Background: an optimization exercise with open tools, aiming at small area. Do not read the settings as production practice.
Where RTL was checked, it was by simulation tests only, not by an equivalence proof against the original.
Function not checked in runs 2 to 6: the RTL went through the layout flow alone.
No activity file was given, so power comes from the tool's default toggle rates.

==> design/flow/design.v <==
module uart_1r1w(
	input clk,
	input [2:0] ram_radr,
	output [7:0] ram_rdata,
	input [2:0] ram_wadr,
	input [7:0] ram_wdata,
	input ram_wen
	);
reg[7:0] ram[0:7];
always @ (posedge clk) begin
	if (ram_wen)
		ram[ram_wadr] <= ram_wdata;
end
assign ram_rdata = ram[ram_radr];
endmodule
module uart_if(
	input clk,
	input rst_n,
	input rx,
	output tx,
	input rx_rden,
	output [7:0] rx_rdata,
	output rx_fifo_full,
	output rx_fifo_dvalid,
	output rx_fifo_overrun,
	output rx_fifo_underrun,
	input [7:0] tx_wdata,
	input tx_wten,
	output tx_fifo_full,
	output tx_fifo_overrun,
	output tx_fifo_underrun
	);
reg rx1;
reg rx2;
reg s0;
reg s1;
reg s2;
reg s3;
reg s4;
always @ (posedge clk or negedge rst_n) begin
	if (~rst_n) begin
		rx1 <= 1'b1;
		rx2 <= 1'b1;
		s0 <= 1'b1;
		s1 <= 1'b1;
		s2 <= 1'b1;
		s3 <= 1'b1;
		s4 <= 1'b1;
	end
	else begin
		rx1 <= rx;
		rx2 <= rx1;
		s0 <= rx2;
		s1 <= s0;
		s2 <= s1;
		s3 <= s2;
		s4 <= s3;
	end
end
wire edge_rx = ~rx2 & s0;
wire sample_trg;
reg [3:0] rx_state;
wire [3:0] bit_cnt = {2'd0, s0} +  {2'd0, s1} +  {2'd0, s2} +  {2'd0, s3} +  {2'd0, s4}; 
wire bit_data = (bit_cnt >= 3'd3);
wire start_ok = ~bit_data & sample_trg & (rx_state == 4'd1);
wire start_ng =  bit_data & sample_trg & (rx_state == 4'd1);
wire end_ok   =  bit_data & sample_trg & (rx_state == 4'd10);
wire end_ng   = ~bit_data & sample_trg & (rx_state == 4'd10);
wire get_bit =  sample_trg & (rx_state != 4'd10) & sample_trg & (rx_state != 4'd10);
wire start_trg = edge_rx & (rx_state == 4'd0);
reg [12:0] sample_cntr;
always @ (posedge clk or negedge rst_n) begin
	if (~rst_n)
		sample_cntr <= 13'd0;
	else if (start_trg)
		sample_cntr <= 2500;
	else if (start_ok | get_bit)
		sample_cntr <= 5000;
	else if (sample_cntr == 13'd0)
		sample_cntr <= 13'd0;
	else
		sample_cntr <= sample_cntr - 13'd1;
end
assign sample_trg = (sample_cntr == 13'd1);
function [3:0] rx_state_machine;
input [3:0] rx_state;
input edge_rx;
input start_ok;
input start_ng;
input get_bit;
input end_ok;
input end_ng;
begin
	case(rx_state)
		4'd0: if (edge_rx) rx_state_machine = 4'd1;
				  else rx_state_machine = 4'd0;
		4'd1: if (start_ok)  rx_state_machine = 4'd2;
		          else if (start_ng) rx_state_machine = 4'd0;
				  else rx_state_machine = 4'd1;
		4'd2: if (get_bit) rx_state_machine = 4'd3;
				  else  rx_state_machine = 4'd2;
		4'd3: if (get_bit) rx_state_machine = 4'd4;
				  else  rx_state_machine = 4'd3;
		4'd4: if (get_bit) rx_state_machine = 4'd5;
				  else  rx_state_machine = 4'd4;
		4'd5: if (get_bit) rx_state_machine = 4'd6;
				  else  rx_state_machine = 4'd5;
		4'd6: if (get_bit) rx_state_machine = 4'd7;
				  else  rx_state_machine = 4'd6;
		4'd7: if (get_bit) rx_state_machine = 4'd8;
				  else  rx_state_machine = 4'd7;
		4'd8: if (get_bit) rx_state_machine = 4'd9;
				  else  rx_state_machine = 4'd8;
		4'd9: if (get_bit) rx_state_machine = 4'd10;
				  else  rx_state_machine = 4'd9;
		4'd10: if (end_ok)  rx_state_machine = 4'd0;
		          else if (end_ng) rx_state_machine = 4'd0;
				  else rx_state_machine = 4'd10;
		default : rx_state_machine = 4'd0;
	endcase
end
endfunction
wire [3:0] next_rx_state = rx_state_machine( rx_state,
											 edge_rx,
											 start_ok,
											 start_ng,
											 get_bit,
											 end_ok,
											 end_ng);
always @ (posedge clk or negedge rst_n) begin
	if (~rst_n)
		rx_state <= 4'd0;
	else
		rx_state <= next_rx_state;
end
reg [7:0] byte_data;
always @ (posedge clk or negedge rst_n) begin
	if (~rst_n)
		byte_data <= 8'd0;
	else if (start_ok)
		byte_data <= 8'd0;
	else if (get_bit)
		byte_data <= { byte_data[6:0], bit_data } ;
end
reg [2:0] rx_fifo_wcntr;
reg [2:0] rx_fifo_rcntr;
reg [3:0] rx_fifo_dcntr;
always @ (posedge clk or negedge rst_n) begin
	if (~rst_n)
		rx_fifo_wcntr <= 3'd0;
	else if (end_ok)
		rx_fifo_wcntr <= rx_fifo_wcntr + 3'd1;
end
always @ (posedge clk or negedge rst_n) begin
	if (~rst_n)
		rx_fifo_rcntr <= 3'd0;
	else if (rx_rden)
		rx_fifo_rcntr <= rx_fifo_rcntr + 3'd1;
end
always @ (posedge clk or negedge rst_n) begin
	if (~rst_n)
		rx_fifo_dcntr <= 4'd0;
	else if (end_ok & rx_rden)
		rx_fifo_dcntr <= rx_fifo_dcntr;		
	else if (end_ok)
		rx_fifo_dcntr <= rx_fifo_dcntr + 4'd1;
	else if (rx_rden)
		rx_fifo_dcntr <= rx_fifo_dcntr - 4'd1;
end
assign rx_fifo_full = (rx_fifo_dcntr == 4'd8);
assign rx_fifo_dvalid = ~(rx_fifo_dcntr == 4'd0);
assign rx_fifo_overrun = rx_fifo_full & end_ok;
assign rx_fifo_underrun = ~rx_fifo_dvalid & rx_rden;
uart_1r1w rx_fifo (
	.clk(clk),
	.ram_radr(rx_fifo_rcntr),
	.ram_rdata(rx_rdata),
	.ram_wadr(rx_fifo_wcntr),
	.ram_wdata(byte_data),
	.ram_wen(end_ok)
	);
reg [2:0] tx_fifo_wcntr;
reg [2:0] tx_fifo_rcntr;
reg [3:0] tx_fifo_dcntr;
wire tx_rden;
wire tx_wr = tx_wten & ~tx_fifo_full;
always @ (posedge clk or negedge rst_n) begin
	if (~rst_n)
		tx_fifo_wcntr <= 3'd0;
	else if (tx_wr)
		tx_fifo_wcntr <= tx_fifo_wcntr + 3'd1;
end
always @ (posedge clk or negedge rst_n) begin
	if (~rst_n)
		tx_fifo_rcntr <= 3'd0;
	else if (tx_rden)
		tx_fifo_rcntr <= tx_fifo_rcntr + 3'd1;
end
always @ (posedge clk or negedge rst_n) begin
	if (~rst_n)
		tx_fifo_dcntr <= 4'd0;
	else if (tx_wr & tx_rden)
		tx_fifo_dcntr <= tx_fifo_dcntr;		
	else if (tx_wr)
		tx_fifo_dcntr <= tx_fifo_dcntr + 4'd1;
	else if (tx_rden)
		tx_fifo_dcntr <= tx_fifo_dcntr - 4'd1;
end
assign tx_fifo_full = (tx_fifo_dcntr == 4'd8);
wire   tx_fifo_dvalid = ~(tx_fifo_dcntr == 4'd0);
assign tx_fifo_overrun = tx_fifo_full & tx_wten;
assign tx_fifo_underrun = ~tx_fifo_dvalid & tx_rden;
wire [7:0] tx_rdata;
 uart_1r1w tx_fifo(
	.clk(clk),
	.ram_radr(tx_fifo_rcntr),
	.ram_rdata(tx_rdata),
	.ram_wadr(tx_fifo_wcntr),
	.ram_wdata(tx_wdata),
	.ram_wen(tx_wr)
	);
reg [3:0] tx_out_cntr;
wire tx_cycle_end;
reg tx_state;
wire tx_cntr_start = tx_fifo_dvalid & (tx_state == 1'b0);
always @ (posedge clk or negedge rst_n) begin
	if (~rst_n)
		tx_out_cntr <= 4'd0;
	else if (tx_cntr_start)
		tx_out_cntr <= 4'd10;
	else if (tx_out_cntr == 4'd0)
		tx_out_cntr <= 4'd0;
	else if (tx_cycle_end)
		tx_out_cntr <= tx_out_cntr - 4'd1;
end
reg [12:0] tx_cycle_cntr;
wire tx_cntr_next;
wire tx_start_cycle = tx_cntr_start | tx_cntr_next;
always @ (posedge clk or negedge rst_n) begin
	if (~rst_n)
		tx_cycle_cntr <= 13'd0;
	else if (tx_start_cycle)
		tx_cycle_cntr <= 5000;
	else if (tx_cycle_cntr == 13'd0)
		tx_cycle_cntr <= 13'd0;
	else
		tx_cycle_cntr <= tx_cycle_cntr - 13'd1;
end
assign tx_cycle_end = (tx_cycle_cntr == 13'd1);
assign tx_cntr_next = tx_cycle_end & (tx_out_cntr != 4'd0);
wire tx_cntr_finish = tx_cycle_end & (tx_out_cntr == 4'd0);
assign tx_rden = tx_cntr_finish;
function tx_state_machine;
input tx_state;
input tx_fifo_dvalid;
input tx_cntr_finish;
begin
	case(tx_state)
		1'b0: if (tx_fifo_dvalid) tx_state_machine = 1'b1;
				  else tx_state_machine = 1'b0;
		1'b1: if (tx_cntr_finish) tx_state_machine = 1'b0;
				  else tx_state_machine = 1'b1;
		default : tx_state_machine = 1'b0;
	endcase
end
endfunction
wire next_tx_state = tx_state_machine( tx_state, tx_fifo_dvalid, tx_cntr_finish);
always @ (posedge clk or negedge rst_n) begin
	if (~rst_n)
		tx_state <= 1'b0;
	else
		tx_state <= next_tx_state;
end
reg [9:0] tx_out_data;
always @ (posedge clk or negedge rst_n) begin
	if (~rst_n)
		tx_out_data <= 9'd1;
	else if (tx_cntr_start)
		tx_out_data <= { 1'b0, tx_rdata, 1'b1 };
	else if (tx_cntr_next)
		tx_out_data <= { tx_out_data[8:0], 1'b1 };
end
assign tx = tx_out_data[9] | (tx_state == 1'b0);
endmodule
module uart_loop (
    input clk,
    input rst_n,
	output rx_rden,
	input [7:0] rx_rdata,
	input rx_fifo_full,
	input rx_fifo_dvalid,
	input rx_fifo_overrun,
	input rx_fifo_underrun,
	output [7:0] tx_wdata,
	output reg tx_wten,
	input tx_fifo_full,
	input tx_fifo_overrun,
	input tx_fifo_underrun
);
assign rx_rden = rx_fifo_dvalid;
reg [7:0] rx_data_l;
always @ (posedge clk or negedge rst_n) begin
    if (~rst_n)
        rx_data_l <= 8'd0 ;
    else if (rx_fifo_dvalid)
        rx_data_l <= rx_rdata ;
end
always @ (posedge clk or negedge rst_n) begin
    if (~rst_n)
        tx_wten <= 1'b0 ;
    else
        tx_wten <= rx_fifo_dvalid ;
end
assign tx_wdata = rx_data_l;
endmodule
module led
	(
		input clk,
		input rst_n,
		input next,
		output [2:0]rgb_led
	);
reg [2:0] led_value;
always @ (posedge clk or negedge rst_n) begin
    if (~rst_n)
        led_value <= 3'd0 ;
	else if ( next )
		led_value <= led_value + 3'd1 ;
end
assign rgb_led = led_value;
endmodule
module uart_top (
	input clkin,
	input rst_n,
	input rx,
	output tx,
	output [2:0] rgb_led
	);
wire rx_fifo_dvalid;
wire rx_fifo_full;
wire rx_fifo_overrun;
wire rx_fifo_underrun;
wire rx_rden;
wire tx_fifo_full;
wire tx_fifo_overrun;
wire tx_fifo_underrun;
wire tx_wten;
wire [7:0] rx_rdata;
wire [7:0] tx_wdata;
wire clk = clkin;
led led (
	.clk(clk),
	.rst_n(rst_n),
	.next(tx_wten),
	.rgb_led(rgb_led)
	);
uart_if uart_if (
	.clk(clk),
	.rst_n(rst_n),
	.rx(rx),
	.tx(tx),
	.rx_rden(rx_rden),
	.rx_rdata(rx_rdata),
	.rx_fifo_full(rx_fifo_full),
	.rx_fifo_dvalid(rx_fifo_dvalid),
	.rx_fifo_overrun(rx_fifo_overrun),
	.rx_fifo_underrun(rx_fifo_underrun),
	.tx_wdata(tx_wdata),
	.tx_wten(tx_wten),
	.tx_fifo_full(tx_fifo_full),
	.tx_fifo_overrun(tx_fifo_overrun),
	.tx_fifo_underrun(tx_fifo_underrun)
	);
uart_loop uart_loop (
	.clk(clk),
	.rst_n(rst_n),
	.rx_rden(rx_rden),
	.rx_rdata(rx_rdata),
	.rx_fifo_full(rx_fifo_full),
	.rx_fifo_dvalid(rx_fifo_dvalid),
	.rx_fifo_overrun(rx_fifo_overrun),
	.rx_fifo_underrun(rx_fifo_underrun),
	.tx_wdata(tx_wdata),
	.tx_wten(tx_wten),
	.tx_fifo_full(tx_fifo_full),
	.tx_fifo_overrun(tx_fifo_overrun),
	.tx_fifo_underrun(tx_fifo_underrun)
	);
endmodule
==> design/flow/run.sh <==
#!/bin/bash
# synth_recipe.tcl (not shown) runs the flow's synth.tcl, then flattens the netlist and writes it again
# the make line also repeats each setting of config.mk as NAME=value (left out here)
make -C /OpenROAD-flow-scripts/flow DESIGN_CONFIG=/design/flow/config.mk WORK_HOME=/design/flow/orfs CLKGATE_MAP_FILE= SYNTH_SCRIPT=/design/flow/synth_recipe.tcl finish
==> design/flow/config.mk <==
export PLATFORM = sky130hd
export DESIGN_NAME = uart_top
export DESIGN_NICKNAME = uart_top
export VERILOG_FILES = /design/flow/design.v
export SDC_FILE = /design/flow/constraint.sdc
export NUM_CORES = 4
export LEC_CHECK = 0
export CAP_MARGIN = 20
export CORE_MARGIN = 2
export CORE_UTILIZATION = 40
export SLEW_MARGIN = 20
==> design/flow/constraint.sdc <==
create_clock -name core_clock -period 20.8 [get_ports {clkin}]
set_input_delay 4.1600 -clock core_clock [delete_from_list [all_inputs] [get_ports {clkin}]]
set_output_delay 4.1600 -clock core_clock [all_outputs]
set_load 0.01 [all_outputs]
==> metrics.md, run 1 <==
| Metric | Value |
|---|---|
| Most instantiated library cell after synthesis | edfxtp_1 |
| Grt met1 use | 19.3% |
| Setup Buffers After CTS | 0 |
| # nets final | 676 |
| Crit Path Class | reg -> out |
| Area delta synth->final | 12.2% |
| Largest family of logic cells by synthesized area | simple AND/OR/NAND/NOR gates |
| Critical Path Sink Type | primary output |
| # diodes | 0 |
| Status | no timing/DRC/antenna violations |
| Hold WC Path Type | reg -> reg |
| Clk root buf | clkbuf_16 |
| Ys flop type | edfxtp_1 |
| FF+latch count, synth | 219 |
| Multiplexer share of the synthesized area | 10.1% |
| DIE WIDTH | 157 µm |
| CTS tree | built |
| Worst EP arrival | 1.56 ns |
| Synth Area in Compound Gates | 5.29% |
| Total I/O pin count | 7 |
| Routed WL | 16,900 µm |
| Netlist cell types | 66 |
| CP max FO | 4 |
| Layout cells sized above 1 | 16.7% |
| Residual DRC | 0 |
| Post-Layout Cell Count | 984 |
| Final min period | 5.72 ns |
| Max cap viols | 0 |
| Mapped Nets | 659 |
| Post-cts hold buffer count | 0 |
| Final period utilization | 27.5% |
| Post-Synth Simple-Gate Area | 10.9% |
| Row count | 55 |
| Vias in the first global route | 5,093 |
| Detailed-route wire length per cell | 17.2 µm |
| CTS Sinks | 219 |
| Placed Cells incl. Taps | 942 |
| YS warnings | 4 |
| Skew final | 0.00983 ns |
| Register area share after synthesis | 65.6% |
| Final setup violation count | 0 |
| Synth Area per Inst | 14.7 µm² |
| Biggest area consumer among synthesized cells | edfxtp_1 |
| Worst Path Required | 16.64 ns |
| Total clock buffers created by CTS | 23 |
| Post-DP HPWL | 11,200 µm |
| Grt ovf | 0 |
| Clk slew on worst S/H paths | 0.06 ns |
| Worst-Margin Slew | 1.01 ns |
| Max-slew violations | 0 |
| Leakage power | 3.64 nW |
| Share of flip-flops with an asynchronous set or reset | 41.6% |
| Die Ht | 157 µm |
| CTS max path bufs | 3 |
| Grt met3 use | 2.24% |
| Most Used Layer, Global Route | met2 |
| Global router's overall resource usage | 14.2% |
| Element type at the critical path start | flop |
| Pre-antenna DRT Iters | 5 |
| Final ANT Viol Nets | 0 |
| Initial antenna violation count | 0 |
| Post-synth top area share | 41.1% |
| Max rail drop VDD | 0.0510 mV |
| H-tree depth | 1 |
| Mapped cell area | 9350 µm² |
| Leading post-synthesis cells by cell area | edfxtp_1 (41%), dfrtp_1 (22%), mux4_2 (7.7%) |
| Initial DRC count | 328 |
| Met2 usage | 24.0% |
| CTS resizes | 0 |
| Post-synth EDFFs | 128 |
| Initial cell density of the core | 41.0% |
| Post-synthesis adder-cell area fraction | 2.78% |
| Port Buffers | 6 |
| Latest clock arrival within the worst-skew pair | 0.50 ns |
| Via/cell ratio | 5.24 |
| RSZ-0062 raised after global routing | false |
| Post-Synth XOR/XNOR Area | 3.36% |
| Routed vias | 5,155 |
| First-pass GRT wire length | 27,400 µm |
| Rel. slew slack | 32.2% |
| Max Fclk | 0.175 GHz |
| Core area | 22,800 µm² |
| Commonest cells in the netlist | edfxtp_1 (128), dfrtp_1 (84), nand2_1 (77), o21ai_0 (39), nor2_1 (35) |
| Pwr dens | 86.4 nW/µm² |
| Die ar. | 24,600 µm² |
| Pin count of the biggest net entering global routing | 59 |
| Fin. Hold Viols | 0 |
| Routability cong. | 0.834 |
| Post-route setup TNS | 0 ns |
| Post-synthesis instance total | 637 |
## flip-flops by register name, summed over array words and instances, names as in the netlist, 3 cells and up
| name | flops |
|---|---|
| uart_if.rx_state | 4 |
| uart_if.tx_fifo_rcntr | 3 |
| uart_if.rx_fifo_wcntr | 3 |
| uart_if.tx_out_data | 9 |
| uart_if.rx_fifo.ram | 64 |
| uart_if.tx_out_cntr | 4 |
| uart_if.tx_fifo_wcntr | 3 |
| uart_if.byte_data | 8 |
| uart_if.tx_cycle_cntr | 13 |
| uart_if.rx_fifo_rcntr | 3 |
| led.led_value | 3 |
| uart_if.rx_fifo_dcntr | 4 |
| uart_loop.rx_data_l | 8 |
| uart_if.tx_fifo_dcntr | 4 |
| uart_if.tx_fifo.ram | 64 |
| uart_if.sample_cntr | 13 |
## layout by cell type (no fill, tap or decap), types with 4 or more instances in the layout
cell type        synthesis  final
a21o_1                   4      4
a21oi_1                 18     17
buf_4                    2     12
clkbuf_1                11      9
clkbuf_16                0     23
clkdlybuf4s50_1          0      5
clkinv_1                 1      4
clkinv_2                 0      4
dfrtp_1                 84     83
dfstp_2                  7      7
edfxtp_1               128    128
ha_1                    16     16
inv_1                   15     15
mux2_2                   4      4
mux2i_1                 18     18
mux4_2                  32     32
nand2_1                 77     77
nand2b_1                 6      6
nand3_1                  6      6
nor2_1                  35     35
nor3_1                  18     15
nor3b_1                  7      6
nor4_1                   6      5
o21ai_0                 39     39
or3_1                    6      6
xnor2_1                 20     20
xor2_1                  14     14
## stage by stage
stage | worst slack (ns) | hold WS [ns] | area [µm²] | total power, mW | utilization, %
detailed placement | 15.52 | 0.347 | 9790 | 0.540 | 43.0
finish | 15.08 | 0.354 | 10500 | 0.906 | 46.0
global route | 15.00 | 0.362 | 10500 | 0.944 | 46.0
floorplan | 16.13 | 0.345 | 9350 | 0.525 | -
global placement | 15.58 | 0.346 | 9770 | 0.536 | 42.9
CTS | 15.05 | 0.355 | 10500 | 0.917 | 46.0
## layer usage
metal  share of wire [%]  vias up
li1                    -     2403
met1                  46     2639
met2                  49       90
met3                 3.4       23
met4                 1.9        0
met5                   0        -
## logic make-up after synthesis
group                    Yosys count
AO/OA/AOI/OAI                     82
XOR/XNOR                          35
adder cells (fa/ha/maj)           19
buffers and inverters             42
flip-flops                       219
multiplexers                      54
AND/OR/NAND/NOR                  186
## path summary, 6_finish.rpt
check	start	depth (start not counted)	endpoint	slack (ns)
max	uart_if.tx_state	2	tx	15.08
min	uart_if.rx1	0	uart_if.rx2	0.35
max reg2reg	uart_if.s0	12	uart_if.rx_fifo.ram[4][6]	16.76
min reg2reg	uart_if.rx1	0	uart_if.rx2	0.35
max in group asynchronous	rst_n	2	uart_if.rx_state[0]	16.11
min in group asynchronous	rst_n	1	uart_if.tx_cycle_cntr[12]	3.59
## final cells by class
type                       count  area, µm²
clock buffer                  33        623
fill                        1953      12300
sequential                   219       6130
multi-input combinational    376       3070
tap                          313        392
clock inverter                 9       70.1
inverter                      17       63.8
timing repair buffer          17        140
## where the power goes
| group | switching, mW | internal (mW) | total, mW | leakage [nW] |
|---|---|---|---|---|
| clock network | 0.154 | 0.220 | 0.374 | 0.340 |
| logic | 0.0281 | 0.0212 | 0.0493 | 1.12 |
| registers | 0.0148 | 0.467 | 0.482 | 2.17 |
| total | 0.197 | 0.709 | 0.906 | 3.64 |
## critical path, stage by stage, from the launching register on
cell,delay (ns)
dfrtp_1,0.42
nand2b_1,0.11
clkdlybuf4s50_1,0.53
==> run 2, diff against run 1 <==
==> design/flow/design.v (replaced) <==
module uart_top (
	input clkin,
	input rst_n,
	input rx,
	output tx,
	output [2:0] rgb_led
	);
wire clk = clkin;
localparam T_END  = 13'b1111100011011;
localparam T_HARF = 13'b0101101101100;
localparam T_TERM = 13'b0101100101100;
reg rx1, rx2;
reg s0, s1, s2, s3, s4;
always @(posedge clk or negedge rst_n) begin
	if (~rst_n) begin
		rx1 <= 1'b1;
		rx2 <= 1'b1;
	end else begin
		rx1 <= rx;
		rx2 <= rx1;
	end
end
always @(posedge clk) begin
	s0 <= rx2;
	s1 <= s0;
	s2 <= s1;
	s3 <= s2;
	s4 <= s3;
end
wire edge_rx = ~rx2 & s0;
wire [2:0] bit_cnt = s0 + s1 + s2 + s3 + s4;
wire bit_data = (bit_cnt >= 3'd3);
localparam RX_IDLE = 2'd0;
localparam RX_ACPT = 2'd1;    
localparam RX_STAR = 2'd2;
localparam RX_DATA = 2'd3;    
reg [1:0] rx_state;
reg [12:0] sample_cntr;
reg [8:0] rb;                 
wire sample_trg = (sample_cntr == T_END);
wire rx_idle = ~rx_state[1];
wire start_trg = edge_rx & rx_idle;
wire in_stop = rb[8];
always @(posedge clk) begin
	if (start_trg)
		sample_cntr <= T_HARF;
	else if (sample_trg)
		sample_cntr <= T_TERM;
	else
		sample_cntr <= {sample_cntr[11:0], sample_cntr[12] ^ sample_cntr[2]};
end
always @(posedge clk or negedge rst_n) begin
	if (~rst_n)
		rx_state <= RX_IDLE;
	else case (rx_state)
		RX_IDLE, RX_ACPT:
			rx_state <= edge_rx ? RX_STAR : RX_IDLE;
		RX_STAR:
			if (sample_trg) rx_state <= bit_data ? RX_IDLE : RX_DATA;
		RX_DATA:
			if (sample_trg & in_stop) rx_state <= bit_data ? RX_ACPT : RX_IDLE;
	endcase
end
always @(posedge clk) begin
	if (sample_trg & (rx_state == RX_STAR))
		rb <= 9'd1;
	else if (sample_trg & (rx_state == RX_DATA) & ~in_stop)
		rb <= {rb[7:0], bit_data};
end
reg tx_wten;
reg [2:0] led_value;
always @(posedge clk or negedge rst_n) begin
	if (~rst_n) begin
		tx_wten <= 1'b0;
		led_value <= 3'd0;
	end else begin
		tx_wten <= (rx_state == RX_ACPT);
		if (tx_wten)
			led_value <= led_value + 3'd1;
	end
end
assign rgb_led = led_value;
reg [3:0] wp, rp;
wire empty = (wp == rp);
wire full = (wp[2:0] == rp[2:0]) & (wp[3] ^ rp[3]);
wire tx_wr = tx_wten & ~full;
reg [5:0] ph;
reg [63:0] ring;
reg pend;
always @(posedge clk)
	ph <= ph + 6'd1;
wire [2:0] wbit = ph[2:0] - 3'd3;
wire wen = pend & (ph[5:3] == wp[2:0]);
always @(posedge clk)
	ring <= {ring[62:0], wen ? rb[wbit] : ring[63]};
always @(posedge clk) begin
	if (tx_wr)
		pend <= 1'b1;
	else if (sample_trg)
		pend <= 1'b0;
end
reg busy;
reg [3:0] bc;
reg [12:0] tx_cycle_cntr;
reg nxt;
reg tx_reg;
wire cycle_end = (tx_cycle_cntr == T_END);
wire tx_start = ~busy & ~empty;
wire tx_next = busy & cycle_end & (bc != 4'd0);
wire tx_finish = busy & cycle_end & (bc == 4'd0);
always @(posedge clk) begin
	if (tx_start | tx_next)
		tx_cycle_cntr <= T_TERM;
	else
		tx_cycle_cntr <= {tx_cycle_cntr[11:0], tx_cycle_cntr[12] ^ tx_cycle_cntr[2]};
end
always @(posedge clk) begin
	if (ph == {rp[2:0], bc[2:0]})
		nxt <= ring[55];
end
always @(posedge clk or negedge rst_n) begin
	if (~rst_n) begin
		wp <= 4'd0;
		rp <= 4'd0;
		busy <= 1'b0;
		bc <= 4'd0;
		tx_reg <= 1'b1;
	end else begin
		if (tx_wr)
			wp <= wp + 4'd1;
		if (tx_finish)
			rp <= rp + 4'd1;
		if (tx_start)
			busy <= 1'b1;
		else if (tx_finish)
			busy <= 1'b0;
		if (tx_start)
			bc <= 4'd10;
		else if (tx_next)
			bc <= bc - 4'd1;
		if (tx_start)
			tx_reg <= 1'b0;
		else if (tx_next)
			tx_reg <= (bc >= 4'd3) ? nxt : 1'b1;
	end
end
assign tx = tx_reg;
endmodule
==> run 2 against run 1 <==
Net effect: still clean; via count fell by 59%; design area fell by 55%; cell count fell by 52%; non-clock buffer count fell by 9; synthesized cell count fell by 52%; clock power fell by about 30%; maximum frequency rose by 0.15%; total power fell by 42%; flip-flop and latch count fell by 85; critical path type unchanged; critical endpoint unchanged; largest cell class unchanged; largest power group is now clock.
==> metrics.md, run 2 <==
| Metric | Value |
|---|---|
| Status | no timing/DRC/antenna violations |
| Max FFs per register | 64 |
| Cell Chain, Critical Path | clkdlybuf4s50_1 |
| Post-Layout Cell Count | 473 |
| Post-Synth XOR/XNOR Area | 6.09% |
| Register area share after synthesis | 69.7% |
| Mapped Nets | 321 |
| H-tree depth | 4 |
| Core area | 9770 µm² |
| YS warnings | 1 |
| # nets final | 342 |
| Critical path's top delay family | flip-flops |
| Port Buffers | 6 |
| Biggest area consumer among synthesized cells | dfxtp_1 |
| Worst Path Buf+Inv | 1 |
| Element type at the critical path start | flop |
| Multiplexer share of the synthesized area | 2.20% |
| Layout cells sized above 1 | 12.9% |
| Leakage power | 2.04 nW |
| CTS Sinks | 134 |
| Placed Cells incl. Taps | 442 |
| Final ANT Viol Nets | 0 |
| Initial cell density of the core | 41.2% |
| Final period utilization | 27.5% |
| Crit Path Class | reg -> out |
| Leading post-synthesis cells by cell area | dfxtp_1 (55%), dfrtp_1 (12%), xnor2_1 (3.9%) |
| Die Ht | 104 µm |
| Met2 routed WL | 2400 µm |
| Pin count of the biggest net entering global routing | 23 |
| Area delta synth->final | 18.4% |
| Critical Path Sink Type | primary output |
| Synth Area per Inst | 13.1 µm² |
| Residual DRC | 0 |
| Via/cell ratio | 4.49 |
| Share of flip-flops with an asynchronous set or reset | 16.4% |
| Most flop-heavy register | ring |
| Rel. slew slack | 48.4% |
| Clk slew on worst S/H paths | 0.06 ns |
| Total clock buffers created by CTS | 17 |
| Sequential standard cell area | 2810 µm² |
| Post-synthesis adder-cell area fraction | 3.79% |
| Ys flop type | dfxtp_1 |
| Post-route setup TNS | 0 ns |
| RSZ-0062 raised after global routing | false |
| Grt ovf | 0 |
| Met1 wire length | 2900 µm |
| Post-Synth Simple-Gate Area | 11.7% |
| Top Layer Used | met4 |
| Pwr dens | 110 nW/µm² |
| Most instantiated library cell after synthesis | dfxtp_1 |
| Pre-antenna DRT Iters | 4 |
| First-pass GRT wire length | 9940 µm |
| Final setup violation count | 0 |
| Initial antenna violation count | 0 |
| Hold WC Path Type | reg -> reg |
| Commonest cells after routing, fill and taps aside | dfxtp_1 (111), dfrtp_1 (19), xnor2_1 (18), clkbuf_16 (17), inv_1 (14) |
| Max cap viols | 0 |
| CTS max path bufs | 2 |
| Setup Buffers After CTS | 0 |
| Skew final | 0.00371 ns |
| Commonest cells in the netlist | dfxtp_1 (111), dfrtp_1 (19), xnor2_1 (18), inv_1 (14), and2_1 (12) |
| Max rail drop VDD | 0.0657 mV |
| Fin area | 4770 µm² |
| Fillers | 876 |
| Clk root buf | clkbuf_8 |
| Largest family of logic cells by synthesized area | simple AND/OR/NAND/NOR gates |
| Mapped cell area | 4030 µm² |
| Most common cell after layout, fill and taps aside | dfxtp_1 |
| Area of the multi-input gates | 1150 µm² |
| Met3 routed WL | 224 µm |
| CTS resizes | 0 |
| Worst-Margin Slew | 0.773 ns |
| Post-synthesis instance total | 307 |
| Detailed-route wire length per cell | 12.0 µm |
| Routed WL | 5670 µm |
| Dpl cell area | 4250 µm² |
| Worst EP arrival | 1.55 ns |
| Max-slew violations | 0 |
| CTS tree | built |
| Latest clock arrival within the worst-skew pair | 0.51 ns |
| # diodes | 0 |
| Vias in the first global route | 2,127 |
| Row count | 36 |
| Max Fclk | 0.175 GHz |
| Netlist cell types | 41 |
| Critical Path Slowest Stage Cell | dfstp_2 |
| Crit-path max cell delay | 0.52 ns |
| Fin. Hold Viols | 0 |
| Global router's overall resource usage | 11.9% |
| Total I/O pin count | 7 |
| Synth Area in Compound Gates | 4.63% |
| Routability cong. | 0.787 |
| FF+latch count, synth | 134 |
| CP max FO | 2 |
| Biggest registers after layout | ring: 64 flops, sample_cntr: 13 flops, tx_cycle_cntr: 13 flops |
| Worst Path Required | 16.64 ns |
| DIE WIDTH | 104 µm |
| Initial DRC count | 82 |
| Post-synth top area share | 55.2% |
| Post-cts hold buffer count | 0 |
| Post-DP HPWL | 3390 µm |
| Final min period | 5.71 ns |
| Post-synth EDFFs | 1 |
| Routed vias | 2,126 |
| Die ar. | 10,900 µm² |
run 2: worst paths after layout:
| kind | startpoint | endpoint | slack (ns) | depth (start not counted) |
|---|---|---|---|---|
| max | tx_reg | tx | 15.09 | 1 |
| min | ring[34] | ring[35] | 0.32 | 0 |
| max reg2reg | s0 | rx_state[1] | 18.53 | 8 |
| min reg2reg | ring[34] | ring[35] | 0.32 | 0 |
| max in group asynchronous | rst_n | tx_reg | 16.83 | 1 |
| min in group asynchronous | rst_n | led_value[0] | 3.61 | 1 |
run 2: per-stage QoR:
step / hold slack [ns] / util [%] / worst slack (ns) / total power, mW
final: 0.321 / 48.8 / 15.09 / 0.523
after global routing: 0.325 / 48.8 / 15.03 / 0.542
after CTS: 0.323 / 48.8 / 15.05 / 0.531
after detailed placement: 0.312 / 43.4 / 15.39 / 0.268
after global placement: 0.312 / 43.4 / 15.42 / 0.268
after floorplan: 0.310 / - / 16.11 / 0.266
run 2: report_power, final:
group | switching, mW | internal [mW]
clock | 0.101 | 0.159
combinational | 0.00243 | 0.00134
sequential | 0.000298 | 0.259
total | 0.104 | 0.419
run 2: cell families (layout without fill, tap and decap cells):
| group | after synthesis | after routing |
|---|---|---|
| DFF | 134 | 134 |
| and+or+nand+nor | 81 | 81 |
| xor gates and xnor gates | 28 | 28 |
| AOI/OAI and AO/OA | 27 | 27 |
| buffers and inverters | 20 | 53 |
| adders and majority gates | 11 | 11 |
| muxes | 6 | 6 |
run 2: per-layer routing:
| metal | vias to the layer above | GRT usage [%] |
|---|---|---|
| met5 | - | 0 |
| met4 | 0 | 6.76 |
| met3 | 15 | 5.51 |
| met2 | 33 | 16.2 |
| met1 | 1002 | 15.2 |
| li1 | 1076 | - |
run 2: area by class of cell:
cell class | instances | area share (%)
clock buffers | 24 | 10.1
repair buffers | 8 | 1.47
inverters | 14 | 1.10
clock inverters | 7 | 0.971
multi-input cells | 153 | 24.0
well taps | 133 | 3.49
flip-flops and latches | 134 | 58.8
==> run 3, diff against run 2 <==
--- a/design/flow/config.mk
+++ b/design/flow/config.mk
@@ -8,4 +8,5 @@
 export CAP_MARGIN = 20
 export CORE_MARGIN = 2
 export CORE_UTILIZATION = 40
+export CTS_BUF_LIST = sky130_fd_sc_hd__clkbuf_4 sky130_fd_sc_hd__clkbuf_2
 export SLEW_MARGIN = 20
==> run 3 against run 2 <==
Net effect: die area unchanged; design area down 6.0%; setup slack worse by 0.0092 ns; flip-flop and latch count unchanged; sequential power about the same; still clean; largest cell class unchanged; non-clock buffer count unchanged; clock power down 43%; synthesized cell count unchanged.
==> metrics.md, run 3 <==
| Metric | Value |
|---|---|
| Status | no timing/DRC/antenna violations |
| Post-Synth XOR/XNOR Area | 6.09% |
| Dpl cell area | 4250 µm² |
| Skew final | 0.0140 ns |
| Port Buffers | 6 |
| Leakage power | 1.92 nW |
| WP depth | 1 |
| CTS resizes | 0 |
| Mapped Nets | 321 |
| Layout cells sized above 1 | 13.5% |
| Critical Path Sink Type | primary output |
| Sequential cell fraction of total power | 62.9% |
| Post-DP HPWL | 3390 µm |
| Most instantiated library cell after synthesis | dfxtp_1 |
| Commonest cells in the netlist | dfxtp_1 (111), dfrtp_1 (19), xnor2_1 (18), inv_1 (14), and2_1 (12) |
| Hold Path Stages | 0 |
| RSZ-0062 raised after global routing | false |
| Critical path's top delay family | flip-flops |
| Worst EP arrival | 1.56 ns |
| Residual DRC | 0 |
| CTS max path bufs | 2 |
| Detailed-route wire length per cell | 11.5 µm |
| Final min period | 5.72 ns |
| Setup Buffers After CTS | 0 |
| Via/cell ratio | 4.48 |
| Worst Path Required | 16.64 ns |
| Grt ovf | 0 |
| Hold WC Path Type | reg -> reg |
| Worst Path Buf+Inv | 1 |
| Initial antenna violation count | 0 |
| Post-cts hold buffer count | 0 |
| First-pass GRT wire length | 9740 µm |
| YS warnings | 1 |
| Cell Chain, Critical Path | clkdlybuf4s50_1 |
| Mapped cell area | 4030 µm² |
| Total I/O pin count | 7 |
| Initial DRC count | 59 |
| Pin count of the biggest net entering global routing | 23 |
| FF-to-FF End | rx_state[1] |
| Crit-path max cell delay | 0.54 ns |
| Biggest area consumer among synthesized cells | dfxtp_1 |
| Routed WL | 5460 µm |
| Worst Hold End | ring[2] |
| Max FFs per register | 64 |
| Commonest cells after routing, fill and taps aside | dfxtp_1 (111), clkbuf_4 (21), dfrtp_1 (19), xnor2_1 (18), inv_1 (14) |
| Post-synthesis adder-cell area fraction | 3.79% |
| Leading post-synthesis cells by cell area | dfxtp_1 (55%), dfrtp_1 (12%), xnor2_1 (3.9%) |
| Synth Area in Compound Gates | 4.63% |
| H-tree depth | 4 |
| Pre-antenna DRT Iters | 4 |
| Max Fclk | 0.175 GHz |
| CTS tree | built |
| Final setup violation count | 0 |
| Internal | 323 µW |
| Initial cell density of the core | 41.2% |
| Multiplexer share of the synthesized area | 2.20% |
| Area delta synth->final | 11.3% |
| Core area | 9770 µm² |
| DIE WIDTH | 104 µm |
| Max-slew violations | 0 |
| Final period utilization | 27.5% |
| Net Sw Frac | 21.5% |
| Fin. Hold Viols | 0 |
| Worst-Margin Slew | 0.781 ns |
| Die Ht | 104 µm |
| Routed vias | 2,119 |
| Largest family of logic cells by synthesized area | simple AND/OR/NAND/NOR gates |
| Post-synthesis instance total | 307 |
| # nets final | 342 |
| Rel. slew slack | 47.9% |
| Post-synth top area share | 55.2% |
| Biggest registers after layout | ring: 64 flops, sample_cntr: 13 flops, tx_cycle_cntr: 13 flops |
| Logic pwr share | 0.9% |
| Post-Synth Simple-Gate Area | 11.7% |
| Net Switching | 88.4 µW |
| Clk slew on worst S/H paths | 0.10 ns |
| Fin area | 4480 µm² |
| Most flop-heavy register | ring |
| Max rail drop VDD | 0.0627 mV |
| Total clock buffers created by CTS | 17 |
| FF+latch count, synth | 134 |
| Critical Path Slowest Stage Cell | dfstp_2 |
| Global router's overall resource usage | 11.6% |
| Hold wc startpoint | ring[1] |
| Element type at the critical path start | flop |
| Most common cell after layout, fill and taps aside | dfxtp_1 |
| Netlist cell types | 41 |
| # diodes | 0 |
| Crit Path Class | reg -> out |
| R2R setup slack | 18.53 ns |
| Routability cong. | 0.787 |
| Reg2reg start | s0 |
| Die ar. | 10,900 µm² |
| Register area share after synthesis | 69.7% |
| Final ANT Viol Nets | 0 |
| Post-synth EDFFs | 1 |
| Reg2Reg Depth | 8 |
| Post-route setup TNS | 0 ns |
| Share of flip-flops with an asynchronous set or reset | 16.4% |
| Row count | 36 |
| Clk root buf | clkbuf_4 |
| Vias in the first global route | 2,106 |
| Latest clock arrival within the worst-skew pair | 0.50 ns |
| Pwr dens | 91.7 nW/µm² |
| CP max FO | 2 |
| CTS Sinks | 134 |
| Ys flop type | dfxtp_1 |
| Synth Area per Inst | 13.1 µm² |
| Clock Power Share | 36.2% |
| Max cap viols | 0 |
[run 3: cell counts after synthesis]
No cell type changed its count.
[run 3: cell type report]
type                       instances  area, µm²
clock buffer                      21        158
clock inverter                    10       83.8
fill                             911       5290
inverter                          14       52.6
multi-input combinational        153       1150
sequential                       134       2810
tap                              133        166
timing repair buffer               8       70.1
[run 3: worst max-delay path by stage]
stage | startpoint | endpoint
after floorplan | tx_reg | tx
after global placement | rst_n | led_value[0]
after detailed placement | rst_n | bc[0]
after CTS | tx_reg | tx
after global routing | tx_reg | tx
final | tx_reg | tx
[run 3: power by group through the flow]
stage,clock network [mW],logic (mW),registers (mW)
after detailed placement,0,0.00398,0.264
after global placement,0,0.00391,0.264
final,0.149,0.00377,0.258
after CTS,0.154,0.00402,0.259
after floorplan,0,0.00233,0.264
after global routing,0.167,0.00459,0.259
[run 3: cells by family after synthesis]
family          after synthesis
flops                       134
fa+ha+maj                    11
mux                           6
xor+xnor                     28
simple gates                 81
compound gates               27
buf+inv                      20
[run 3: through the flow]
step | cells | worst slack [ns] | hold WS [ns] | total power, mW | util [%]
final | 473 | 15.08 | 0.324 | 0.411 | 45.9
after global routing | 473 | 14.98 | 0.322 | 0.430 | 45.9
after CTS | 473 | 15.03 | 0.326 | 0.417 | 45.9
after detailed placement | 442 | 15.39 | 0.312 | 0.268 | 43.4
after global placement | 442 | 15.42 | 0.312 | 0.268 | 43.4
after floorplan | 307 | 16.11 | 0.310 | 0.266 | -
[run 3: metal layers]
| metal | GRT usage [%] | vias to the layer above | wire length [µm] |
|---|---|---|---|
| met5 | 0 | - | 0 |
| met4 | 6.27 | 0 | 89 |
| met3 | 5.89 | 10 | 242 |
| met2 | 15.5 | 23 | 2260 |
| met1 | 15.1 | 1003 | 2870 |
| li1 | - | 1083 | - |
==> run 4, diff against run 3 <==
--- a/design/flow/config.mk
+++ b/design/flow/config.mk
@@ -5,8 +5,9 @@
 export SDC_FILE = /design/flow/constraint.sdc
 export NUM_CORES = 4
 export LEC_CHECK = 0
+export ABC_AREA = 1
 export CAP_MARGIN = 20
 export CORE_MARGIN = 2
-export CORE_UTILIZATION = 40
+export CORE_UTILIZATION = 70
 export CTS_BUF_LIST = sky130_fd_sc_hd__clkbuf_4 sky130_fd_sc_hd__clkbuf_2
 export SLEW_MARGIN = 20
==> run 4 against run 3 <==
Net effect: routed wire length up 23%; maximum frequency about the same; clock skew about the same; via count up 32%; design area up 7.8%; clock-buffer cell count down 3; die area down 36%; largest power group unchanged.
==> metrics.md, run 4 <==
| Metric | Value |
|---|---|
| Status | no timing/DRC/antenna violations |
| Via/cell ratio | 4.96 |
| CP max FO | 2 |
| Post-cts hold buffer count | 0 |
| Post-Synth Simple-Gate Area | 21.4% |
| Net Sw Frac | 20.6% |
| Setup Buffers After CTS | 0 |
| Final core occ | 80.7% |
| Sequential cell fraction of total power | 57.7% |
| Leading post-synthesis cells by cell area | dfxtp_1 (50%), dfrtp_1 (11%), nand2_1 (8.6%) |
| Max Fclk | 0.175 GHz |
| Hold Path Stages | 0 |
| Reg2Reg Depth | 11 |
| Layout cells sized above 1 | 9.65% |
| Max cap viols | 0 |
| Fin area | 4830 µm² |
| Synth Area per Inst | 9.66 µm² |
| YS warnings | 1 |
| Clock Power Share | 41.3% |
| Final ANT Viol Nets | 0 |
| Hold WC Path Type | reg -> reg |
| Critical path's top delay family | flip-flops |
| Mapped Nets | 470 |
| Residual DRC | 0 |
| WP depth | 1 |
| Grt ovf | 0 |
| DIE WIDTH | 83.3 µm |
| FF+latch count, synth | 134 |
| Initial antenna violation count | 0 |
| Final period utilization | 27.5% |
| CTS tree | built |
| Element type at the critical path start | flop |
| Detailed-route wire length per cell | 11.9 µm |
| Post-synthesis instance total | 456 |
| Post-synth top area share | 50.4% |
| CTS resizes | 0 |
| Latest clock arrival within the worst-skew pair | 0.49 ns |
| Global router's overall resource usage | 22.1% |
| Total clock buffers created by CTS | 17 |
| Fin. Hold Viols | 0 |
| Post-route setup TNS | 0 ns |
| Most instantiated library cell after synthesis | dfxtp_1 |
| Final min period | 5.72 ns |
| # nets final | 490 |
| Core area | 5990 µm² |
| Routed vias | 2,787 |
| Crit-path max cell delay | 0.55 ns |
| Pin count of the biggest net entering global routing | 23 |
| Largest family of logic cells by synthesized area | simple AND/OR/NAND/NOR gates |
| Clk slew on worst S/H paths | 0.11 ns |
| Pwr dens | 92.7 nW/µm² |
| Worst-Margin Slew | 0.525 ns |
| Die ar. | 6950 µm² |
| Routability cong. | 0.774 |
| Total I/O pin count | 7 |
| Internal | 356 µW |
| Net Switching | 92.4 µW |
| Area delta synth->final | 9.65% |
| Initial cell density of the core | 73.6% |
| Vias in the first global route | 2,716 |
| Register area share after synthesis | 63.7% |
| Initial DRC count | 135 |
| First-pass GRT wire length | 12,000 µm |
| Ys flop type | dfxtp_1 |
| Share of flip-flops with an asynchronous set or reset | 16.4% |
| Die Ht | 83.3 µm |
| Post-synth EDFFs | 1 |
| Netlist cell types | 35 |
| Max rail drop VDD | 0.0693 mV |
| Fillers | 372 |
| Max FFs per register | 64 |
| Placed Cells incl. Taps | 532 |
| Biggest registers after layout | ring: 64 flops, sample_cntr: 13 flops, tx_cycle_cntr: 13 flops |
| Biggest area consumer among synthesized cells | dfxtp_1 |
| Dpl ws | 15.36 ns |
| Dpl cell area | 4520 µm² |
| Worst Path Buf+Inv | 1 |
| Post-synthesis adder-cell area fraction | 3.46% |
| Commonest cells in the netlist | dfxtp_1 (111), nand2_1 (101), inv_1 (69), nor2_1 (43), nand3_1 (32) |
| Cell Chain, Critical Path | clkdlybuf4s50_1 |
| Synth Area in Compound Gates | 1.68% |
| Critical Path Sink Type | primary output |
| Most flop-heavy register | ring |
| Max-slew violations | 0 |
| Worst setup margin | 15.08 ns |
| Commonest cells after routing, fill and taps aside | dfxtp_1 (111), nand2_1 (101), inv_1 (69), nor2_1 (43), nand3_1 (32) |
| Post-Layout Cell Count | 562 |
| Worst EP arrival | 1.56 ns |
| CTS Sinks | 134 |
| Pre-antenna DRT Iters | 4 |
| Most common cell after layout, fill and taps aside | dfxtp_1 |
| Routed WL | 6700 µm |
| Critical Path Slowest Stage Cell | dfstp_2 |
| RSZ-0062 raised after global routing | false |
| Rel. slew slack | 65.0% |
| Final setup violation count | 0 |
| Post-Synth XOR/XNOR Area | 2.78% |
| Crit Path Class | reg -> out |
| Skew final | 0.0141 ns |
| Mapped cell area | 4410 µm² |
| Port Buffers | 6 |
| H-tree depth | 4 |
| Clk root buf | clkbuf_4 |
| # diodes | 0 |
| CTS max path bufs | 2 |
| Post-DP HPWL | 4420 µm |
| Leakage power | 2.36 nW |
| Multiplexer share of the synthesized area | 0.256% |
| Logic pwr share | 1.0% |
| Worst Path Required | 16.64 ns |
| Row count | 28 |
run 4: stage by stage:
step                      total power [mW]  hold slack, ns
final                                0.448           0.329
after global routing                 0.465           0.335
after CTS                            0.454           0.332
after detailed placement             0.269           0.312
after global placement               0.269           0.313
after floorplan                      0.267           0.310
run 4: final timing paths:
path	start	to	slack (ns)
worst max register to register	s0	rx_state[0]	18.68
worst min register to register	ring[43]	ring[44]	0.33
worst min-delay path	ring[43]	ring[44]	0.33
worst max-delay path	tx_reg	tx	15.08
max in group asynchronous	rst_n	tx_reg	16.79
min in group asynchronous	rst_n	wp[2]	3.63
run 4: power groups by stage:
stage	clock network [mW]	logic [mW]	registers, mW
CTS	0.191	0.00478	0.259
detailed placement	0	0.00468	0.264
global route	0.201	0.00534	0.259
floorplan	0	0.00280	0.264
finish	0.185	0.00465	0.259
global placement	0	0.00453	0.264
run 4: final cells by class:
cell class	count	area, µm²	area share [%]
Sequential cell	134	2810	58.1
Multi-Input combinational cell	247	1300	26.9
Inverter	70	263	5.44
Clock inverter	12	178	3.68
Clock buffer	18	135	2.80
Tap cell	75	93.8	1.94
Timing Repair Buffer	6	55.1	1.14
run 4: kinds of logic after synthesis:
logic type | after synthesis
xor+xnor | 14
simple gates | 209
flops | 134
fa+ha+maj | 11
mux | 1
compound gates | 12
buf+inv | 75
run 4: metal layers:
| metal | share of wire, % | track usage [%] | vias to the layer above |
|---|---|---|---|
| met5 | 0 | 0 | - |
| met4 | 1.2 | 9.39 | 0 |
| met3 | 3.1 | 8.15 | 12 |
| met2 | 48 | 34.6 | 39 |
| met1 | 48 | 27.8 | 1290 |
| li1 | - | - | 1446 |
==> run 5, diff against run 4 <==
--- a/design/flow/config.mk
+++ b/design/flow/config.mk
@@ -5,9 +5,10 @@
 export SDC_FILE = /design/flow/constraint.sdc
 export NUM_CORES = 4
 export LEC_CHECK = 0
-export ABC_AREA = 1
 export CAP_MARGIN = 20
 export CORE_MARGIN = 2
-export CORE_UTILIZATION = 70
+export CORE_UTILIZATION = 40
 export CTS_BUF_LIST = sky130_fd_sc_hd__clkbuf_4 sky130_fd_sc_hd__clkbuf_2
+export CTS_CLUSTER_DIAMETER = 100
+export CTS_CLUSTER_SIZE = 30
 export SLEW_MARGIN = 20
==> run 5 against run 4 <==
Net effect: still clean; first-iteration DRC count fell by 56%; non-clock buffer count is 2 higher; sequential power hardly changed; flip-flop and latch count is the same; setup slack hardly changed; hold slack worse by 0.0051 ns.
==> metrics.md, run 5 <==
| Metric | Value |
|---|---|
| Most common cell after layout, fill and taps aside | dfxtp_1 |
| Hold WC Path Type | reg -> reg |
| Max FFs per register | 64 |
| CTS tree | built |
| Core area | 9770 µm² |
| Total I/O pin count | 7 |
| CTS resizes | 0 |
| DIE WIDTH | 104 µm |
| Reg2Reg Depth | 8 |
| Fin. Hold Viols | 0 |
| # nets final | 342 |
| Commonest cells in the netlist | dfxtp_1 (111), dfrtp_1 (19), xnor2_1 (18), inv_1 (14), and2_1 (12) |
| CP max FO | 2 |
| Routed WL | 5460 µm |
| Initial cell density of the core | 41.2% |
| Synth Area per Inst | 13.1 µm² |
| Max Fclk | 0.175 GHz |
| Post-Layout Cell Count | 473 |
| Pin count of the biggest net entering global routing | 23 |
| Post-synthesis instance total | 307 |
| Vias in the first global route | 2,106 |
| FF+latch count, synth | 134 |
| Die ar. | 10,900 µm² |
| Post-DP HPWL | 3390 µm |
| Post-cts hold buffer count | 0 |
| Residual DRC | 0 |
| Routed vias | 2,119 |
| Mapped cell area | 4030 µm² |
| Final period utilization | 27.5% |
| Max rail drop VDD | 0.0627 mV |
| H-tree depth | 4 |
| Routability cong. | 0.787 |
| Biggest registers after layout | ring: 64 flops, sample_cntr: 13 flops, tx_cycle_cntr: 13 flops |
| Worst-Margin Slew | 0.781 ns |
| Placed Cells incl. Taps | 442 |
| Initial DRC count | 59 |
| Crit Path Class | reg -> out |
| First-pass GRT wire length | 9740 µm |
| Element type at the critical path start | flop |
| Clk root buf | clkbuf_4 |
| Ys flop type | dfxtp_1 |
| Final min period | 5.72 ns |
| Hold Path Stages | 0 |
| CTS Sinks | 134 |
| Post-synth top area share | 55.2% |
| Max-slew violations | 0 |
| Netlist cell types | 41 |
| Register area share after synthesis | 69.7% |
| Pre-antenna DRT Iters | 4 |
| Mapped Nets | 321 |
| Total clock buffers created by CTS | 17 |
| Port Buffers | 6 |
| Pwr dens | 91.7 nW/µm² |
| WP depth | 1 |
| CTS max path bufs | 2 |
| Worst Path Required | 16.64 ns |
| Leading post-synthesis cells by cell area | dfxtp_1 (55%), dfrtp_1 (12%), xnor2_1 (3.9%) |
| Clk slew on worst S/H paths | 0.10 ns |
| Global router's overall resource usage | 11.6% |
| Worst Path Buf+Inv | 1 |
| Critical Path Sink Type | primary output |
| Grt ovf | 0 |
| WHS | 0.324 ns |
| Dpl ws | 15.39 ns |
| Status | no timing/DRC/antenna violations |
| Row count | 36 |
| Die Ht | 104 µm |
| Detailed-route wire length per cell | 11.5 µm |
| Initial antenna violation count | 0 |
| Biggest area consumer among synthesized cells | dfxtp_1 |
| YS warnings | 1 |
| Critical path's top delay family | flip-flops |
| Max cap viols | 0 |
| Post-route setup TNS | 0 ns |
| Worst setup margin | 15.08 ns |
| # diodes | 0 |
| Via/cell ratio | 4.48 |
| Rel. slew slack | 47.9% |
| Latest clock arrival within the worst-skew pair | 0.50 ns |
| Leakage power | 1.92 nW |
| Most instantiated library cell after synthesis | dfxtp_1 |
| Critical Path Slowest Stage Cell | dfstp_2 |
| Setup Buffers After CTS | 0 |
| Skew final | 0.0140 ns |
| Most flop-heavy register | ring |
| Post-synth EDFFs | 1 |
| Crit-path max cell delay | 0.54 ns |
| Final setup violation count | 0 |
| Final ANT Viol Nets | 0 |
| Commonest cells after routing, fill and taps aside | dfxtp_1 (111), clkbuf_4 (21), dfrtp_1 (19), xnor2_1 (18), inv_1 (14) |
| RSZ-0062 raised after global routing | false |
| Share of flip-flops with an asynchronous set or reset | 16.4% |
| Layout cells sized above 1 | 13.5% |
| Area delta synth->final | 11.3% |
| Cell Chain, Critical Path | clkdlybuf4s50_1 |
| Worst EP arrival | 1.56 ns |
==> run 5: changes by cell type after synthesis, sizes merged, moves of 5 or more <==
cell	before	now
nand2b	0	9
nand4	8	3
and2	0	12
nor2	46	7
or3	0	5
xnor2	3	18
nand2	105	9
inv	70	14
nand3	34	8
a22o	0	7
==> run 5: power breakdown <==
group          switching (mW)  total, mW  internal (mW)
registers            0.000299      0.258          0.258
clock network          0.0857      0.149         0.0632
logic                 0.00244    0.00377        0.00133
==> run 5: routing by layer <==
layer  track usage, %  up-vias  wire length (µm)
li1                 -     1083                 -
met1             15.1     1003              2870
met2             15.5       23              2260
met3             5.89       10               242
met4             6.27        0                89
met5                0        -                 0
==> run 5: cell type report <==
type,count,area (µm²)
sequential,134,2810
inverter,14,52.6
clock buffer,21,158
multi-input combinational,153,1150
tap,133,166
fill,911,5290
timing repair buffer,8,70.1
clock inverter,10,83.8
==> run 5: cell families (layout without fill, tap and decap cells) <==
family,count (synthesis),after routing,share of synthesized area (%)
simple gates,81,81,11.7
buf+inv,20,53,1.89
mux,6,6,2.20
flops,134,134,69.7
compound gates,27,27,4.63
xor+xnor,28,28,6.09
fa+ha+maj,11,11,3.79
==> run 5: worst paths after layout <==
check                      slack (ns)            to     from
max                             15.08            tx   tx_reg
min                              0.32       ring[2]  ring[1]
max reg2reg                     18.53   rx_state[1]       s0
min reg2reg                      0.32       ring[2]  ring[1]
max in group asynchronous       16.83        tx_reg    rst_n
min in group asynchronous        3.61  led_value[0]    rst_n
==> run 5: stage by stage <==
| step | total power, mW | util [%] | instance area (µm²) |
|---|---|---|---|
| after floorplan | 0.266 | - | 4030 |
| after global placement | 0.268 | 43.4 | 4250 |
| after detailed placement | 0.268 | 43.4 | 4250 |
| after CTS | 0.417 | 45.9 | 4490 |
| after global routing | 0.430 | 45.9 | 4480 |
| final | 0.411 | 45.9 | 4480 |
==> run 6, diff against run 5 <==
==> design/flow/config.mk (replaced) <==
export PLATFORM = sky130hd
export DESIGN_NAME = uart_top
export DESIGN_NICKNAME = uart_top
export VERILOG_FILES = /design/flow/design.v
export SDC_FILE = /design/flow/constraint.sdc
export NUM_CORES = 4
export LEC_CHECK = 0
export ABC_AREA = 1
export CAP_MARGIN = 20
export CORE_MARGIN = 2
export CORE_UTILIZATION = 40
export CTS_BUF_LIST = sky130_fd_sc_hd__clkbuf_8
export CTS_CLUSTER_DIAMETER = 200
export CTS_CLUSTER_SIZE = 50
export SLEW_MARGIN = 20
==> run 6 against run 5 <==
Net effect: setup slack gained 0.046 ns; hold slack worse by 0.0035 ns; critical path type unchanged; core utilization is 0.99 points higher; still clean on timing, DRC and antenna; highest routed layer unchanged; routed wire length rose by 19%; flip-flop and latch count unchanged; design area grew 13%; critical path depth unchanged; maximum frequency increased by 0.81%.
==> metrics.md, run 6 <==
| Metric | Value |
|---|---|
| Status | no timing/DRC/antenna violations |
| Dpl cell area | 4610 µm² |
| Residual DRC | 0 |
| Most instantiated library cell after synthesis | dfxtp_1 |
| Worst-Margin Slew | 0.494 ns |
| Dpl ws | 15.38 ns |
| Routed WL | 6500 µm |
| Routed vias | 2,697 |
| Max-slew violations | 0 |
| CTS max path bufs | 2 |
| Total clock buffers created by CTS | 17 |
| Final ANT Viol Nets | 0 |
| Crit-path max cell delay | 0.55 ns |
| Final core occ | 46.9% |
| Register area share after synthesis | 63.7% |
| Mapped Nets | 470 |
| Crit Path Class | reg -> out |
| Element type at the critical path start | flop |
| Core area | 10,800 µm² |
| Synth Area per Inst | 9.66 µm² |
| Initial cell density of the core | 40.8% |
| Commonest cells after routing, fill and taps aside | dfxtp_1 (111), nand2_1 (101), inv_1 (70), nor2_1 (43), nand3_1 (32) |
| Global router's overall resource usage | 12.9% |
| Critical path's top delay family | buffers and inverters |
| Row count | 38 |
| Vias in the first global route | 2,570 |
| Mapped cell area | 4410 µm² |
| FF+latch count, synth | 134 |
| Pin count of the biggest net entering global routing | 23 |
| Leading post-synthesis cells by cell area | dfxtp_1 (50%), dfrtp_1 (11%), nand2_1 (8.6%) |
| Die Ht | 109 µm |
| CTS tree | built |
| Pre-antenna DRT Iters | 4 |
| Clk slew on worst S/H paths | 0.08 ns |
| Max cap viols | 0 |
| Post-route setup TNS | 0 ns |
| Commonest cells in the netlist | dfxtp_1 (111), nand2_1 (101), inv_1 (69), nor2_1 (43), nand3_1 (32) |
| Placed Cells incl. Taps | 597 |
| Rel. slew slack | 67.1% |
| CTS resizes | 0 |
| Latest clock arrival within the worst-skew pair | 0.44 ns |
| # diodes | 0 |
| Final period utilization | 27.3% |
| Biggest registers after layout | ring: 64 flops, sample_cntr: 13 flops, tx_cycle_cntr: 13 flops |
| Critical Path Slowest Stage Cell | clkdlybuf4s50_1 |
| Pwr dens | 99.5 nW/µm² |
| Grt ovf | 0 |
| YS warnings | 1 |
| First-pass GRT wire length | 11,400 µm |
| Post-DP HPWL | 4240 µm |
| Max Fclk | 0.176 GHz |
| Detailed-route wire length per cell | 10.3 µm |
| CTS Sinks | 134 |
| Share of flip-flops with an asynchronous set or reset | 16.4% |
| # nets final | 490 |
| Worst EP arrival | 1.52 ns |
| Final min period | 5.68 ns |
| Fin area | 5060 µm² |
| Initial DRC count | 146 |
| Hold WC Path Type | reg -> reg |
| Layout cells sized above 1 | 10.0% |
| Area delta synth->final | 14.8% |
| Initial antenna violation count | 0 |
| Netlist cell types | 35 |
| DIE WIDTH | 109 µm |
| Critical Path Sink Type | primary output |
| Post-cts hold buffer count | 0 |
| Max rail drop VDD | 0.0687 mV |
| Cell Chain, Critical Path | clkdlybuf4s50_1 |
| Clk root buf | clkbuf_8 |
| Most flop-heavy register | ring |
| Post-synth top area share | 50.4% |
| Worst Path Required | 16.64 ns |
| Ys flop type | dfxtp_1 |
| CP max FO | 2 |
| Leakage power | 2.42 nW |
| RSZ-0062 raised after global routing | false |
| Routability cong. | 0.766 |
| Fin. Hold Viols | 0 |
| Biggest area consumer among synthesized cells | dfxtp_1 |
| Skew final | 0.0134 ns |
| Post-synthesis instance total | 456 |
| Max FFs per register | 64 |
| Worst setup margin | 15.12 ns |
| Total I/O pin count | 7 |
| Post-synth EDFFs | 1 |
| Die ar. | 11,900 µm² |
| Via/cell ratio | 4.29 |
| Port Buffers | 6 |
| Most common cell after layout, fill and taps aside | dfxtp_1 |
| Final setup violation count | 0 |
| Worst Path Buf+Inv | 1 |
| H-tree depth | 4 |
| Setup Buffers After CTS | 0 |
| Post-Layout Cell Count | 629 |
run 6: metrics by stage:
stage | hold slack, ns | power (mW)
after floorplan | 0.310 | 0.267
after global placement | 0.312 | 0.269
after detailed placement | 0.312 | 0.269
after CTS | 0.326 | 0.511
after global routing | 0.330 | 0.522
final | 0.321 | 0.503
run 6: logic make-up (layout without fill, tap and decap cells):
group           Yosys count  in the layout  synth area share, %
simple gates            209            209                 21.4
mux                       1              1                0.256
flops                   134            134                 63.7
compound gates           12             12                 1.68
xor+xnor                 14             14                 2.78
buf+inv                  75            108                 6.79
fa+ha+maj                11             11                 3.46
run 6: cell type report:
class | instances | area, µm²
multi-input combinational | 247 | 1300
fill | 1017 | 5740
inverter | 70 | 263
timing repair buffer | 6 | 55.1
clock inverter | 13 | 195
clock buffer | 19 | 262
sequential | 134 | 2810
tap | 140 | 175
run 6: worst reg2reg max path: stages (launching register included):
cell and delay [ns]:
dfxtp_1 0.33, inv_1 0.07, fa_1 0.50, fa_1 0.37, inv_1 0.08, ha_1 0.22
nand3b_1 0.10, nand2_1 0.08, nand2_1 0.06, nand2_1 0.04, nand3_1 0.07, nand2_1 0.06
run 6: power by group:
part	total [mW]	leakage, nW	switching [mW]	internal [mW]
Combinational	0.00448	0.983	0.00288	0.00160
Sequential	0.258	1.21	0.000301	0.258
Clock	0.240	0.230	0.101	0.139
run 6: worst paths after layout:
| path | start | to | slack [ns] | cells after the start |
|---|---|---|---|---|
| max in group asynchronous | rst_n | tx_reg | 16.76 | 1 |
| hold reg to reg | ring[28] | ring[29] | 0.32 | 0 |
| min in group asynchronous | rst_n | led_value[1] | 3.69 | 1 |
| setup / recovery | tx_reg | tx | 15.12 | 1 |
| setup reg to reg | s0 | rx_state[0] | 18.70 | 11 |
| hold / removal | ring[28] | ring[29] | 0.32 | 0 |
run 6: routing by layer:
metal	global-route usage [%]	routed length, µm	vias to the layer above
li1	-	-	1442
met1	16.1	3410	1219
met2	18.6	2720	24
met3	4.84	211	12
met4	8.24	152	0
met5	0	0	-

## re-timing with driven ports
Ports are ideal in the flow. The routed layouts listed here were re-timed in OpenROAD.
Step 1: set_driving_cell puts a clkbuf_16 on clkin and a buf_2 on each other input, an assumption about the parent block.
Step 2 also shifts input and output timing later by t, the mid clock arrival at the registers, as if the neighbouring blocks saw the same clock.
Three values: ideal, step 1, step 2; two values: the first two.
run	shift t [ns]	slack for setup (ns)	worst setup path at the end	slew at the worst register clock pin (ns)	pins driven straight from the clock port
run 1	0.538	15.077 / 15.034 / 15.572	register to output	0.06 / 0.06	1
run 2	0.536	15.086 / 15.055 / 15.591	register to output	0.06 / 0.06	1
run 3	0.522	15.077 / 15.049 / 15.571	register to output	0.11 / 0.11	1
run 4	0.508	15.076 / 15.051 / 15.559	register to output	0.11 / 0.11	1
run 5	0.522	15.077 / 15.049 / 15.571	register to output	0.11 / 0.11	1
run 6	0.465	15.123 / 15.090 / 15.555	register to output	0.09 / 0.09	1
After both steps setup and hold are still met in every run listed.
